This is an optimization exercise on Yosys and OpenROAD, whose aim is small area and a short achievable clock period, not a production implementation.
At most, simulation tests tie the RTL to the original design; equivalence was not proved.
Power is estimated from default activity; no workload was simulated.

==> v18 <==
==> flow/design.v (excerpt) <==
module PipelinedRadix4BoothWallace32
(
    input logic clk,
    input logic run,
    input logic signedFlag,  
    input logic [32 - 1 : 0] multiplicand,
    input logic [32 - 1 : 0] multiplier,
    output logic [64 - 1 : 0] out
);
reg [15:0] r1_one;
reg [15:0] r1_two;
reg [15:0] r1_neg;
reg [0:0] r1_u16;
reg [32:0] r1_ax;
wire s1;
wire c2;
wire s3;
wire c4;
wire s5;
wire c6;
wire s7;
wire c8;
wire s9;
wire c10;
wire s11;
wire c12;
wire s13;
wire c14;
wire s15;
wire c16;
wire s17;
wire c18;
wire s19;
wire c20;
wire s21;
wire c22;
wire s23;
wire c24;
wire s25;
wire c26;
wire s27;
wire c28;
wire s29;
wire c30;
wire s31;
wire c32;
wire s33;
wire c34;
wire s35;
wire c36;
wire s37;
wire c38;
wire s39;
wire c40;
wire s41;
wire c42;
wire s43;
wire c44;
wire s45;
wire c46;
wire s47;
wire c48;
wire s49;
wire c50;
wire s51;
wire c52;
wire s53;
wire c54;
wire s55;
wire c56;
wire s57;
wire c58;
wire s59;
wire c60;
wire s61;
wire c62;
wire s63;
wire c64;
wire s65;
wire c66;
wire s67;
wire c68;
wire s69;
wire c70;
wire s71;
wire c72;
wire s73;
  ...
Settings: LEC_CHECK=0, CAP_MARGIN=20, CORE_MARGIN=2, CORE_UTILIZATION=50, PLACE_DENSITY=0.65, SETUP_SLACK_MARGIN=1.7, SLEW_MARGIN=20, SYNTH_HIERARCHICAL=1, SYNTH_MINIMUM_KEEP_SIZE=0; clock period 4.2 ns.
run.sh (not shown) runs the stock make flow with config.mk's settings and CLKGATE_MAP_FILE= SYNTH_SCRIPT=/design/flow/synth_recipe.tcl, a recipe that flattens the netlist after the stock synthesis.
==> inputs of v7, as changes to v18 <==
--- a/flow/design.v
+++ b/flow/design.v
@@ -1082,32 +1082,18 @@
 wire s1045;
 wire c1046;
 wire s1047;
 wire c1048;
 wire s1049;
 wire c1050;
 wire s1051;
 wire c1052;
-reg [63:0] r4_s;
-reg [6:0] r4_c;
-wire bg1, bp1;
-wire bg2, bp2;
-wire bg3, bp3;
-wire bg4, bp4;
-wire bg5, bp5;
-wire bg6, bp6;
-wire bg7, bp7;
-wire bg8, bp8;
-wire bg9, bp9;
-wire bg10, bp10;
-wire bg11, bp11;
-wire bg12, bp12;
-wire bg13, bp13;
-wire bg14, bp14;
+reg [32:0] r4_lo;
+reg [31:0] r4_hi;
 reg [63:0] r5;
 wire [32:0] ax = {signedFlag & multiplicand[31], multiplicand};
 wire [34:0] bx = {signedFlag & multiplier[31], signedFlag & multiplier[31], multiplier, 1'b0};
 wire [15:0] one_e, two_e, neg_e;
 assign one_e[0] = bx[1] ^ bx[0];
 assign two_e[0] = (bx[2] & ~bx[1] & ~bx[0]) | (~bx[2] & bx[1] & bx[0]);
 assign neg_e[0] = bx[2] & ~(bx[1] & bx[0]);
 assign one_e[1] = bx[3] ^ bx[2];
@@ -2279,68 +2265,16 @@
 halfAdder ha_l6_30 (.x(r3[108]), .y(r3[109]), .sum(s1041), .cout(c1042));
 fullAdder fa_l6_476 (.x(r3[110]), .y(r3[111]), .cin(r3[112]), .sum(s1043), .cout(c1044));
 halfAdder ha_l6_31 (.x(r3[113]), .y(r3[114]), .sum(s1045), .cout(c1046));
 fullAdder fa_l6_477 (.x(r3[116]), .y(r3[117]), .cin(r3[118]), .sum(s1047), .cout(c1048));
 fullAdder fa_l6_478 (.x(r3[120]), .y(r3[121]), .cin(r3[122]), .sum(s1049), .cout(c1050));
 fullAdder fa_l6_479 (.x(r3[124]), .y(r3[125]), .cin(r3[126]), .sum(s1051), .cout(c1052));
 wire [63:0] opx = {r3[135], r3[134], r3[132], r3[131], r3[129], r3[128], c1052, s1051, c1050, s1049, c1048, s1047, c1046, c1044, c1042, c1040, c1038, c1036, c1034, c1032, c1030, c1028, c1026, c1024, c1022, c1020, c1018, c1016, c1014, c1012, c1010, c1008, c1006, c1004, c1002, c1000, c998, c996, c994, c992, c990, c988, c986, c984, c982, c980, c978, c976, c974, c972, c970, c968, c966, c964, c962, c960, s959, r3[7], r3[6], r3[5], r3[4], r3[3], r3[2], r3[0]};
 wire [63:0] opy = {r3[136], 1'b0, r3[133], 1'b0, r3[130], 1'b0, r3[127], 1'b0, r3[123], 1'b0, r3[119], 1'b0, r3[115], s1045, s1043, s1041, s1039, s1037, s1035, s1033, s1031, s1029, s1027, s1025, s1023, s1021, s1019, s1017, s1015, s1013, s1011, s1009, s1007, s1005, s1003, s1001, s999, s997, s995, s993, s991, s989, s987, s985, s983, s981, s979, s977, s975, s973, s971, s969, s967, s965, s963, s961, 1'b0, 1'b0, 1'b0, 1'b0, 1'b0, 1'b0, 1'b0, r3[1]};
-wire [8:0] bs0 = {1'b0, opx[7:0]} + {1'b0, opy[7:0]};
-wire [8:0] bs1 = {1'b0, opx[15:8]} + {1'b0, opy[15:8]};
-wire [8:0] bs2 = {1'b0, opx[23:16]} + {1'b0, opy[23:16]};
-wire [8:0] bs3 = {1'b0, opx[31:24]} + {1'b0, opy[31:24]};
-wire [8:0] bs4 = {1'b0, opx[39:32]} + {1'b0, opy[39:32]};
-wire [8:0] bs5 = {1'b0, opx[47:40]} + {1'b0, opy[47:40]};
-wire [8:0] bs6 = {1'b0, opx[55:48]} + {1'b0, opy[55:48]};
-wire [8:0] bs7 = {1'b0, opx[63:56]} + {1'b0, opy[63:56]};
-always_ff @(posedge clk) if (run) r4_s <= {bs7[7:0], bs6[7:0], bs5[7:0], bs4[7:0], bs3[7:0], bs2[7:0], bs1[7:0], bs0[7:0]};
-always_ff @(posedge clk) if (run) r4_c <= {bs6[8], bs5[8], bs4[8], bs3[8], bs2[8], bs1[8], bs0[8]};
-wire [7:0] ball;
-assign ball[0] = &r4_s[7:0];
-assign ball[1] = &r4_s[15:8];
-assign ball[2] = &r4_s[23:16];
-assign ball[3] = &r4_s[31:24];
-assign ball[4] = &r4_s[39:32];
-assign ball[5] = &r4_s[47:40];
-assign ball[6] = &r4_s[55:48];
-assign ball[7] = &r4_s[63:56];
-assign bg1 = r4_c[1] | (ball[1] & r4_c[0]);
-assign bp1 = ball[1] & ball[0];
-assign bg2 = r4_c[2] | (ball[2] & r4_c[1]);
-assign bp2 = ball[2] & ball[1];
-assign bg3 = r4_c[3] | (ball[3] & r4_c[2]);
-assign bp3 = ball[3] & ball[2];
-assign bg4 = r4_c[4] | (ball[4] & r4_c[3]);
-assign bp4 = ball[4] & ball[3];
-assign bg5 = r4_c[5] | (ball[5] & r4_c[4]);
-assign bp5 = ball[5] & ball[4];
-assign bg6 = r4_c[6] | (ball[6] & r4_c[5]);
-assign bp6 = ball[6] & ball[5];
-assign bg7 = bg2 | (bp2 & r4_c[0]);
-assign bp7 = bp2 & ball[0];
-assign bg8 = bg3 | (bp3 & bg1);
-assign bp8 = bp3 & bp1;
-assign bg9 = bg4 | (bp4 & bg2);
-assign bp9 = bp4 & bp2;
-assign bg10 = bg5 | (bp5 & bg3);
-assign bp10 = bp5 & bp3;
-assign bg11 = bg6 | (bp6 & bg4);
-assign bp11 = bp6 & bp4;
-assign bg12 = bg9 | (bp9 & r4_c[0]);
-assign bp12 = bp9 & ball[0];
-assign bg13 = bg10 | (bp10 & bg1);
-assign bp13 = bp10 & bp1;
-assign bg14 = bg11 | (bp11 & bg7);
-assign bp14 = bp11 & bp7;
-wire [7:0] bcin;
-assign bcin[0] = 1'b0;
-assign bcin[1] = r4_c[0];
-assign bcin[2] = bg1;
-assign bcin[3] = bg7;
-assign bcin[4] = bg8;
-assign bcin[5] = bg12;
-assign bcin[6] = bg13;
-assign bcin[7] = bg14;
-wire [63:0] prod = {(r4_s[63] ^ (bcin[7] & (&r4_s[62:56]))), (r4_s[62] ^ (bcin[7] & (&r4_s[61:56]))), (r4_s[61] ^ (bcin[7] & (&r4_s[60:56]))), (r4_s[60] ^ (bcin[7] & (&r4_s[59:56]))), (r4_s[59] ^ (bcin[7] & (&r4_s[58:56]))), (r4_s[58] ^ (bcin[7] & (&r4_s[57:56]))), (r4_s[57] ^ (bcin[7] & (&r4_s[56:56]))), (r4_s[56] ^ bcin[7]), (r4_s[55] ^ (bcin[6] & (&r4_s[54:48]))), (r4_s[54] ^ (bcin[6] & (&r4_s[53:48]))), (r4_s[53] ^ (bcin[6] & (&r4_s[52:48]))), (r4_s[52] ^ (bcin[6] & (&r4_s[51:48]))), (r4_s[51] ^ (bcin[6] & (&r4_s[50:48]))), (r4_s[50] ^ (bcin[6] & (&r4_s[49:48]))), (r4_s[49] ^ (bcin[6] & (&r4_s[48:48]))), (r4_s[48] ^ bcin[6]), (r4_s[47] ^ (bcin[5] & (&r4_s[46:40]))), (r4_s[46] ^ (bcin[5] & (&r4_s[45:40]))), (r4_s[45] ^ (bcin[5] & (&r4_s[44:40]))), (r4_s[44] ^ (bcin[5] & (&r4_s[43:40]))), (r4_s[43] ^ (bcin[5] & (&r4_s[42:40]))), (r4_s[42] ^ (bcin[5] & (&r4_s[41:40]))), (r4_s[41] ^ (bcin[5] & (&r4_s[40:40]))), (r4_s[40] ^ bcin[5]), (r4_s[39] ^ (bcin[4] & (&r4_s[38:32]))), (r4_s[38] ^ (bcin[4] & (&r4_s[37:32]))), (r4_s[37] ^ (bcin[4] & (&r4_s[36:32]))), (r4_s[36] ^ (bcin[4] & (&r4_s[35:32]))), (r4_s[35] ^ (bcin[4] & (&r4_s[34:32]))), (r4_s[34] ^ (bcin[4] & (&r4_s[33:32]))), (r4_s[33] ^ (bcin[4] & (&r4_s[32:32]))), (r4_s[32] ^ bcin[4]), (r4_s[31] ^ (bcin[3] & (&r4_s[30:24]))), (r4_s[30] ^ (bcin[3] & (&r4_s[29:24]))), (r4_s[29] ^ (bcin[3] & (&r4_s[28:24]))), (r4_s[28] ^ (bcin[3] & (&r4_s[27:24]))), (r4_s[27] ^ (bcin[3] & (&r4_s[26:24]))), (r4_s[26] ^ (bcin[3] & (&r4_s[25:24]))), (r4_s[25] ^ (bcin[3] & (&r4_s[24:24]))), (r4_s[24] ^ bcin[3]), (r4_s[23] ^ (bcin[2] & (&r4_s[22:16]))), (r4_s[22] ^ (bcin[2] & (&r4_s[21:16]))), (r4_s[21] ^ (bcin[2] & (&r4_s[20:16]))), (r4_s[20] ^ (bcin[2] & (&r4_s[19:16]))), (r4_s[19] ^ (bcin[2] & (&r4_s[18:16]))), (r4_s[18] ^ (bcin[2] & (&r4_s[17:16]))), (r4_s[17] ^ (bcin[2] & (&r4_s[16:16]))), (r4_s[16] ^ bcin[2]), (r4_s[15] ^ (bcin[1] & (&r4_s[14:8]))), (r4_s[14] ^ (bcin[1] & (&r4_s[13:8]))), (r4_s[13] ^ (bcin[1] & (&r4_s[12:8]))), (r4_s[12] ^ (bcin[1] & (&r4_s[11:8]))), (r4_s[11] ^ (bcin[1] & (&r4_s[10:8]))), (r4_s[10] ^ (bcin[1] & (&r4_s[9:8]))), (r4_s[9] ^ (bcin[1] & (&r4_s[8:8]))), (r4_s[8] ^ bcin[1]), (r4_s[7] ^ (bcin[0] & (&r4_s[6:0]))), (r4_s[6] ^ (bcin[0] & (&r4_s[5:0]))), (r4_s[5] ^ (bcin[0] & (&r4_s[4:0]))), (r4_s[4] ^ (bcin[0] & (&r4_s[3:0]))), (r4_s[3] ^ (bcin[0] & (&r4_s[2:0]))), (r4_s[2] ^ (bcin[0] & (&r4_s[1:0]))), (r4_s[1] ^ (bcin[0] & (&r4_s[0:0]))), (r4_s[0] ^ bcin[0])};
+wire [32:0] sum_lo = {1'b0, opx[31:0]} + {1'b0, opy[31:0]};
+wire [31:0] sum_hi = opx[63:32] + opy[63:32];
+always_ff @(posedge clk) if (run) r4_lo <= sum_lo;
+always_ff @(posedge clk) if (run) r4_hi <= sum_hi;
+wire [63:0] prod = {r4_hi + {31'b0, r4_lo[32]}, r4_lo[31:0]};
 always_ff @(posedge clk) if (run) r5 <= prod;
 assign out = r5;
 endmodule
- ABC_CLOCK_PERIOD_IN_PS: default -> 2400
- CORE_UTILIZATION: 50 -> 40
- PLACE_DENSITY: 0.65 -> 0.6
- SETUP_SLACK_MARGIN: 1.7 -> 1.2
==> inputs of v1, as changes to v18 <==
- CTS_BUF_LIST: default -> sky130_fd_sc_hd__clkbuf_4 sky130_fd_sc_hd__clkbuf_8
- CTS_CLUSTER_SIZE: default -> 30
==> comparison table <==
Result of the run: v18 timing/DRC/antenna clean; v7 timing/DRC/antenna clean; v1 timing/DRC/antenna clean
WL per Instance: v18 25.0 um; v7 22.9 um; v1 24.2 um
Syn Nets: v18 3698; v7 3805; v1 3698
Placed wire-length estimate after detailed placement: v18 78000 um; v7 83400 um; v1 78000 um
Final Skew: v18 0.0346 ns; v7 0.0369 ns; v1 0.0423 ns
Number of cell instances on the worst register-to-register path: v18 7; v7 9; v1 6
Count of multi-input combinational gates: v18 2048; v7 2176; v1 2048
Final min period: v18 2.54 ns; v7 3.01 ns; v1 2.56 ns
Share of the final layout cell area in multi-input gates: v18 45.6%; v7 47.2%; v1 46.1%
Wire length of the first global-routing pass: v18 165000 um; v7 168000 um; v1 166000 um
Combinational power: v18 17.5 mW; v7 20.9 mW; v1 17.3 mW
Global routing usage on met3: v18 4.64%; v7 3.02%; v1 4.91%
Sum of met3 wire segment lengths after detailed routing: v18 10600 um; v7 7050 um; v1 9260 um
Total via count after detailed routing: v18 26364; v7 26084; v1 26340
Synth top area share: v18 44.7%; v7 43.9%; v1 44.7%
Final instance count without filler cells: v18 4427; v7 4775; v1 4480
M1 wire length: v18 47000 um; v7 52100 um; v1 47200 um
Switching share of power: v18 35.4%; v7 38.4%; v1 36.5%
Net count reported at finish: v18 3882; v7 3889; v1 3903
Launch point of the worst path: v18 r1_neg[14]; v7 r3[111]; v1 r1_neg[10]
For v7, only the layout was checked, not whether the RTL still works.

==> delta <==
Another version of the RTL of PipelinedRadix4BoothWallace32 (not shown whole).
==> flow/design.v (excerpt) <==
module PipelinedRadix4BoothWallace32
(
    input logic clk,
    input logic run,
    input logic signedFlag,  
    input logic [32 - 1 : 0] multiplicand,
    input logic [32 - 1 : 0] multiplier,
    output logic [64 - 1 : 0] out
);
clock: 4.2 ns
lec_check: 0
cap_margin: 20
core_margin: 2
core_utilization: 50
place_density: 0.65
setup_slack_margin: 1.7
slew_margin: 20
synth_hierarchical: 1
synth_minimum_keep_size: 0
==> amber: changes against delta <==
--- a/flow/design.v
+++ b/flow/design.v
@@ -1085,12 +1085,12 @@
 wire c1048;
 wire s1049;
 wire c1050;
 wire s1051;
 wire c1052;
-reg [63:0] r4_s;
-reg [2:0] r4_c;
+reg [32:0] r4_lo;
+reg [31:0] r4_hi;
 reg [63:0] r5;
 wire [32:0] ax = {signedFlag & multiplicand[31], multiplicand};
 wire [34:0] bx = {signedFlag & multiplier[31], signedFlag & multiplier[31], multiplier, 1'b0};
 wire [15:0] one_e, two_e, neg_e;
 assign one_e[0] = bx[1] ^ bx[0];
@@ -2268,20 +2268,13 @@
 fullAdder fa_l6_477 (.x(r3[116]), .y(r3[117]), .cin(r3[118]), .sum(s1047), .cout(c1048));
 fullAdder fa_l6_478 (.x(r3[120]), .y(r3[121]), .cin(r3[122]), .sum(s1049), .cout(c1050));
 fullAdder fa_l6_479 (.x(r3[124]), .y(r3[125]), .cin(r3[126]), .sum(s1051), .cout(c1052));
 wire [63:0] opx = {r3[135], r3[134], r3[132], r3[131], r3[129], r3[128], c1052, s1051, c1050, s1049, c1048, s1047, c1046, c1044, c1042, c1040, c1038, c1036, c1034, c1032, c1030, c1028, c1026, c1024, c1022, c1020, c1018, c1016, c1014, c1012, c1010, c1008, c1006, c1004, c1002, c1000, c998, c996, c994, c992, c990, c988, c986, c984, c982, c980, c978, c976, c974, c972, c970, c968, c966, c964, c962, c960, s959, r3[7], r3[6], r3[5], r3[4], r3[3], r3[2], r3[0]};
 wire [63:0] opy = {r3[136], 1'b0, r3[133], 1'b0, r3[130], 1'b0, r3[127], 1'b0, r3[123], 1'b0, r3[119], 1'b0, r3[115], s1045, s1043, s1041, s1039, s1037, s1035, s1033, s1031, s1029, s1027, s1025, s1023, s1021, s1019, s1017, s1015, s1013, s1011, s1009, s1007, s1005, s1003, s1001, s999, s997, s995, s993, s991, s989, s987, s985, s983, s981, s979, s977, s975, s973, s971, s969, s967, s965, s963, s961, 1'b0, 1'b0, 1'b0, 1'b0, 1'b0, 1'b0, 1'b0, r3[1]};
-wire [16:0] bs0 = {1'b0, opx[15:0]} + {1'b0, opy[15:0]};
-wire [16:0] bs1 = {1'b0, opx[31:16]} + {1'b0, opy[31:16]};
-wire [16:0] bs2 = {1'b0, opx[47:32]} + {1'b0, opy[47:32]};
-wire [16:0] bs3 = {1'b0, opx[63:48]} + {1'b0, opy[63:48]};
-always_ff @(posedge clk) if (run) r4_s <= {bs3[15:0], bs2[15:0], bs1[15:0], bs0[15:0]};
-always_ff @(posedge clk) if (run) r4_c <= {bs2[16], bs1[16], bs0[16]};
-wire [3:0] bcin;
-assign bcin[0] = 1'b0;
-assign bcin[1] = r4_c[0] | ((&r4_s[15:0]) & bcin[0]);
-assign bcin[2] = r4_c[1] | ((&r4_s[31:16]) & bcin[1]);
-assign bcin[3] = r4_c[2] | ((&r4_s[47:32]) & bcin[2]);
-wire [63:0] prod = {(r4_s[63:48] + {15'b0, bcin[3]}), (r4_s[47:32] + {15'b0, bcin[2]}), (r4_s[31:16] + {15'b0, bcin[1]}), (r4_s[15:0] + {15'b0, bcin[0]})};
+wire [32:0] sum_lo = {1'b0, opx[31:0]} + {1'b0, opy[31:0]};
+wire [31:0] sum_hi = opx[63:32] + opy[63:32];
+always_ff @(posedge clk) if (run) r4_lo <= sum_lo;
+always_ff @(posedge clk) if (run) r4_hi <= sum_hi;
+wire [63:0] prod = {r4_hi + {31'b0, r4_lo[32]}, r4_lo[31:0]};
 always_ff @(posedge clk) if (run) r5 <= prod;
 assign out = r5;
 endmodule
==> flow/config.mk (replaced) <==
export PLATFORM = sky130hd
export DESIGN_NAME = PipelinedRadix4BoothWallace32
export DESIGN_NICKNAME = PipelinedRadix4BoothWallace32
export VERILOG_FILES = /design/flow/design.v
export SDC_FILE = /design/flow/constraint.sdc
export NUM_CORES = 4
export LEC_CHECK = 0
export ABC_CLOCK_PERIOD_IN_PS = 2400
export CAP_MARGIN = 20
export CORE_MARGIN = 2
export CORE_UTILIZATION = 40
export PLACE_DENSITY = 0.6
export SETUP_SLACK_MARGIN = 1.8
export SLEW_MARGIN = 20
export SYNTH_HIERARCHICAL = 1
export SYNTH_MINIMUM_KEEP_SIZE = 0
==> willow: changes against delta <==
--- a/flow/design.v
+++ b/flow/design.v
@@ -1086,11 +1086,11 @@
 wire s1049;
 wire c1050;
 wire s1051;
 wire c1052;
 reg [63:0] r4_s;
-reg [2:0] r4_c;
+reg [6:0] r4_c;
 reg [63:0] r5;
 wire [32:0] ax = {signedFlag & multiplicand[31], multiplicand};
 wire [34:0] bx = {signedFlag & multiplier[31], signedFlag & multiplier[31], multiplier, 1'b0};
 wire [15:0] one_e, two_e, neg_e;
 assign one_e[0] = bx[1] ^ bx[0];
@@ -2268,20 +2268,28 @@
 fullAdder fa_l6_477 (.x(r3[116]), .y(r3[117]), .cin(r3[118]), .sum(s1047), .cout(c1048));
 fullAdder fa_l6_478 (.x(r3[120]), .y(r3[121]), .cin(r3[122]), .sum(s1049), .cout(c1050));
 fullAdder fa_l6_479 (.x(r3[124]), .y(r3[125]), .cin(r3[126]), .sum(s1051), .cout(c1052));
 wire [63:0] opx = {r3[135], r3[134], r3[132], r3[131], r3[129], r3[128], c1052, s1051, c1050, s1049, c1048, s1047, c1046, c1044, c1042, c1040, c1038, c1036, c1034, c1032, c1030, c1028, c1026, c1024, c1022, c1020, c1018, c1016, c1014, c1012, c1010, c1008, c1006, c1004, c1002, c1000, c998, c996, c994, c992, c990, c988, c986, c984, c982, c980, c978, c976, c974, c972, c970, c968, c966, c964, c962, c960, s959, r3[7], r3[6], r3[5], r3[4], r3[3], r3[2], r3[0]};
 wire [63:0] opy = {r3[136], 1'b0, r3[133], 1'b0, r3[130], 1'b0, r3[127], 1'b0, r3[123], 1'b0, r3[119], 1'b0, r3[115], s1045, s1043, s1041, s1039, s1037, s1035, s1033, s1031, s1029, s1027, s1025, s1023, s1021, s1019, s1017, s1015, s1013, s1011, s1009, s1007, s1005, s1003, s1001, s999, s997, s995, s993, s991, s989, s987, s985, s983, s981, s979, s977, s975, s973, s971, s969, s967, s965, s963, s961, 1'b0, 1'b0, 1'b0, 1'b0, 1'b0, 1'b0, 1'b0, r3[1]};
-wire [16:0] bs0 = {1'b0, opx[15:0]} + {1'b0, opy[15:0]};
-wire [16:0] bs1 = {1'b0, opx[31:16]} + {1'b0, opy[31:16]};
-wire [16:0] bs2 = {1'b0, opx[47:32]} + {1'b0, opy[47:32]};
-wire [16:0] bs3 = {1'b0, opx[63:48]} + {1'b0, opy[63:48]};
-always_ff @(posedge clk) if (run) r4_s <= {bs3[15:0], bs2[15:0], bs1[15:0], bs0[15:0]};
-always_ff @(posedge clk) if (run) r4_c <= {bs2[16], bs1[16], bs0[16]};
-wire [3:0] bcin;
+wire [8:0] bs0 = {1'b0, opx[7:0]} + {1'b0, opy[7:0]};
+wire [8:0] bs1 = {1'b0, opx[15:8]} + {1'b0, opy[15:8]};
+wire [8:0] bs2 = {1'b0, opx[23:16]} + {1'b0, opy[23:16]};
+wire [8:0] bs3 = {1'b0, opx[31:24]} + {1'b0, opy[31:24]};
+wire [8:0] bs4 = {1'b0, opx[39:32]} + {1'b0, opy[39:32]};
+wire [8:0] bs5 = {1'b0, opx[47:40]} + {1'b0, opy[47:40]};
+wire [8:0] bs6 = {1'b0, opx[55:48]} + {1'b0, opy[55:48]};
+wire [8:0] bs7 = {1'b0, opx[63:56]} + {1'b0, opy[63:56]};
+always_ff @(posedge clk) if (run) r4_s <= {bs7[7:0], bs6[7:0], bs5[7:0], bs4[7:0], bs3[7:0], bs2[7:0], bs1[7:0], bs0[7:0]};
+always_ff @(posedge clk) if (run) r4_c <= {bs6[8], bs5[8], bs4[8], bs3[8], bs2[8], bs1[8], bs0[8]};
+wire [7:0] bcin;
 assign bcin[0] = 1'b0;
-assign bcin[1] = r4_c[0] | ((&r4_s[15:0]) & bcin[0]);
-assign bcin[2] = r4_c[1] | ((&r4_s[31:16]) & bcin[1]);
-assign bcin[3] = r4_c[2] | ((&r4_s[47:32]) & bcin[2]);
-wire [63:0] prod = {(r4_s[63:48] + {15'b0, bcin[3]}), (r4_s[47:32] + {15'b0, bcin[2]}), (r4_s[31:16] + {15'b0, bcin[1]}), (r4_s[15:0] + {15'b0, bcin[0]})};
+assign bcin[1] = r4_c[0] | ((&r4_s[7:0]) & bcin[0]);
+assign bcin[2] = r4_c[1] | ((&r4_s[15:8]) & bcin[1]);
+assign bcin[3] = r4_c[2] | ((&r4_s[23:16]) & bcin[2]);
+assign bcin[4] = r4_c[3] | ((&r4_s[31:24]) & bcin[3]);
+assign bcin[5] = r4_c[4] | ((&r4_s[39:32]) & bcin[4]);
+assign bcin[6] = r4_c[5] | ((&r4_s[47:40]) & bcin[5]);
+assign bcin[7] = r4_c[6] | ((&r4_s[55:48]) & bcin[6]);
+wire [63:0] prod = {(r4_s[63:56] + {7'b0, bcin[7]}), (r4_s[55:48] + {7'b0, bcin[6]}), (r4_s[47:40] + {7'b0, bcin[5]}), (r4_s[39:32] + {7'b0, bcin[4]}), (r4_s[31:24] + {7'b0, bcin[3]}), (r4_s[23:16] + {7'b0, bcin[2]}), (r4_s[15:8] + {7'b0, bcin[1]}), (r4_s[7:0] + {7'b0, bcin[0]})};
 always_ff @(posedge clk) if (run) r5 <= prod;
 assign out = r5;
 endmodule
==> impl_metrics.py <==
metrics = {
    "run_status": {
        "status": "complete, no violations",
    },
    "drt": {
        "met1Wirelength_microns": 57000,
    },
    "worst_setup_path": {
        "arrival_ns": 3.30,
        "reg2reg_to": "r4_hi[26]",
    },
    "sta": {
        "slew_headroom_pct": 31.0,
    },
    "synth": {
        "synth-seq-cells": 647,
    },
    "placement": {
        "finalWeightedCongestion": 0.880,
    },
}
Source of the figures above: amber

==> impl_metrics.py <==
metrics = {
    "placement": {
        "finalWeightedCongestion": 0.869,
        "dp_hpwl_microns": 78000,
    },
    "synth": {
        "synth-seq-cells": 649,
    },
    "sta": {
        "slew_viol_final": 0,
    },
    "worst_setup_path": {
        "reg2reg_to": "r4_s[46]",
    },
    "drt": {
        "met1Wirelength_microns": 48400,
    },
    "run_status": {
        "status": "complete, no violations",
    },
}
Source of the figures above: delta

==> impl_metrics.py <==
metrics = {
    "run_status": {
        "status": "complete, no violations",
    },
    "worst_setup_path": {
        "reg2reg_to": "r5[63]",
        "arrival_ns": 3.19,
    },
    "synth": {
        "synth-seq-cells": 653,
        "syn_area_sq_mm": 0.0441,
    },
    "placement": {
        "finalWeightedCongestion": 0.904,
    },
    "drt": {
        "met1Wirelength_microns": 47200,
    },
    "sta": {
        "slew_headroom_pct": 30.5,
    },
}
Source of the figures above: willow

No functional check of the RTL was part of any run of this note.

==> re-timing with driven ports <==
In the flow no input, the clock included, has a driving cell. The finished layouts below were timed again as built, in two steps. Step 1, drivers: a clkbuf_16 drives clk and a buf_2 each remaining input, both assumed. Step 2 also shifts input and output timing later by t, the mid clock arrival at the registers, as if the neighbouring blocks saw the same clock. Three values: no drivers, after step 1, after step 2; two values: the first two.
run | t (ns) | setup slack, ns | latest minus earliest clock arrival (ns) | slew at the worst register clock pin (ns)
v18 | 0.702 | 1.665 / 1.665 / 1.665 | 0.038 / 0.038 | 0.07 / 0.07
v7 | 0.709 | 1.190 / 1.190 / 1.190 | 0.042 / 0.042 | 0.06 / 0.06
v1 | 0.818 | 1.636 / 1.636 / 1.636 | 0.046 / 0.047 | 0.07 / 0.07
delta | 0.693 | 1.412 / 1.412 / 1.412 | 0.029 / 0.029 | 0.07 / 0.07
amber | 0.711 | 1.285 / 1.285 / 1.285 | 0.036 / 0.036 | 0.07 / 0.07
willow | 0.685 | 1.381 / 1.381 / 1.381 | 0.032 / 0.032 | 0.06 / 0.06
After both steps every run listed still meets setup and hold.
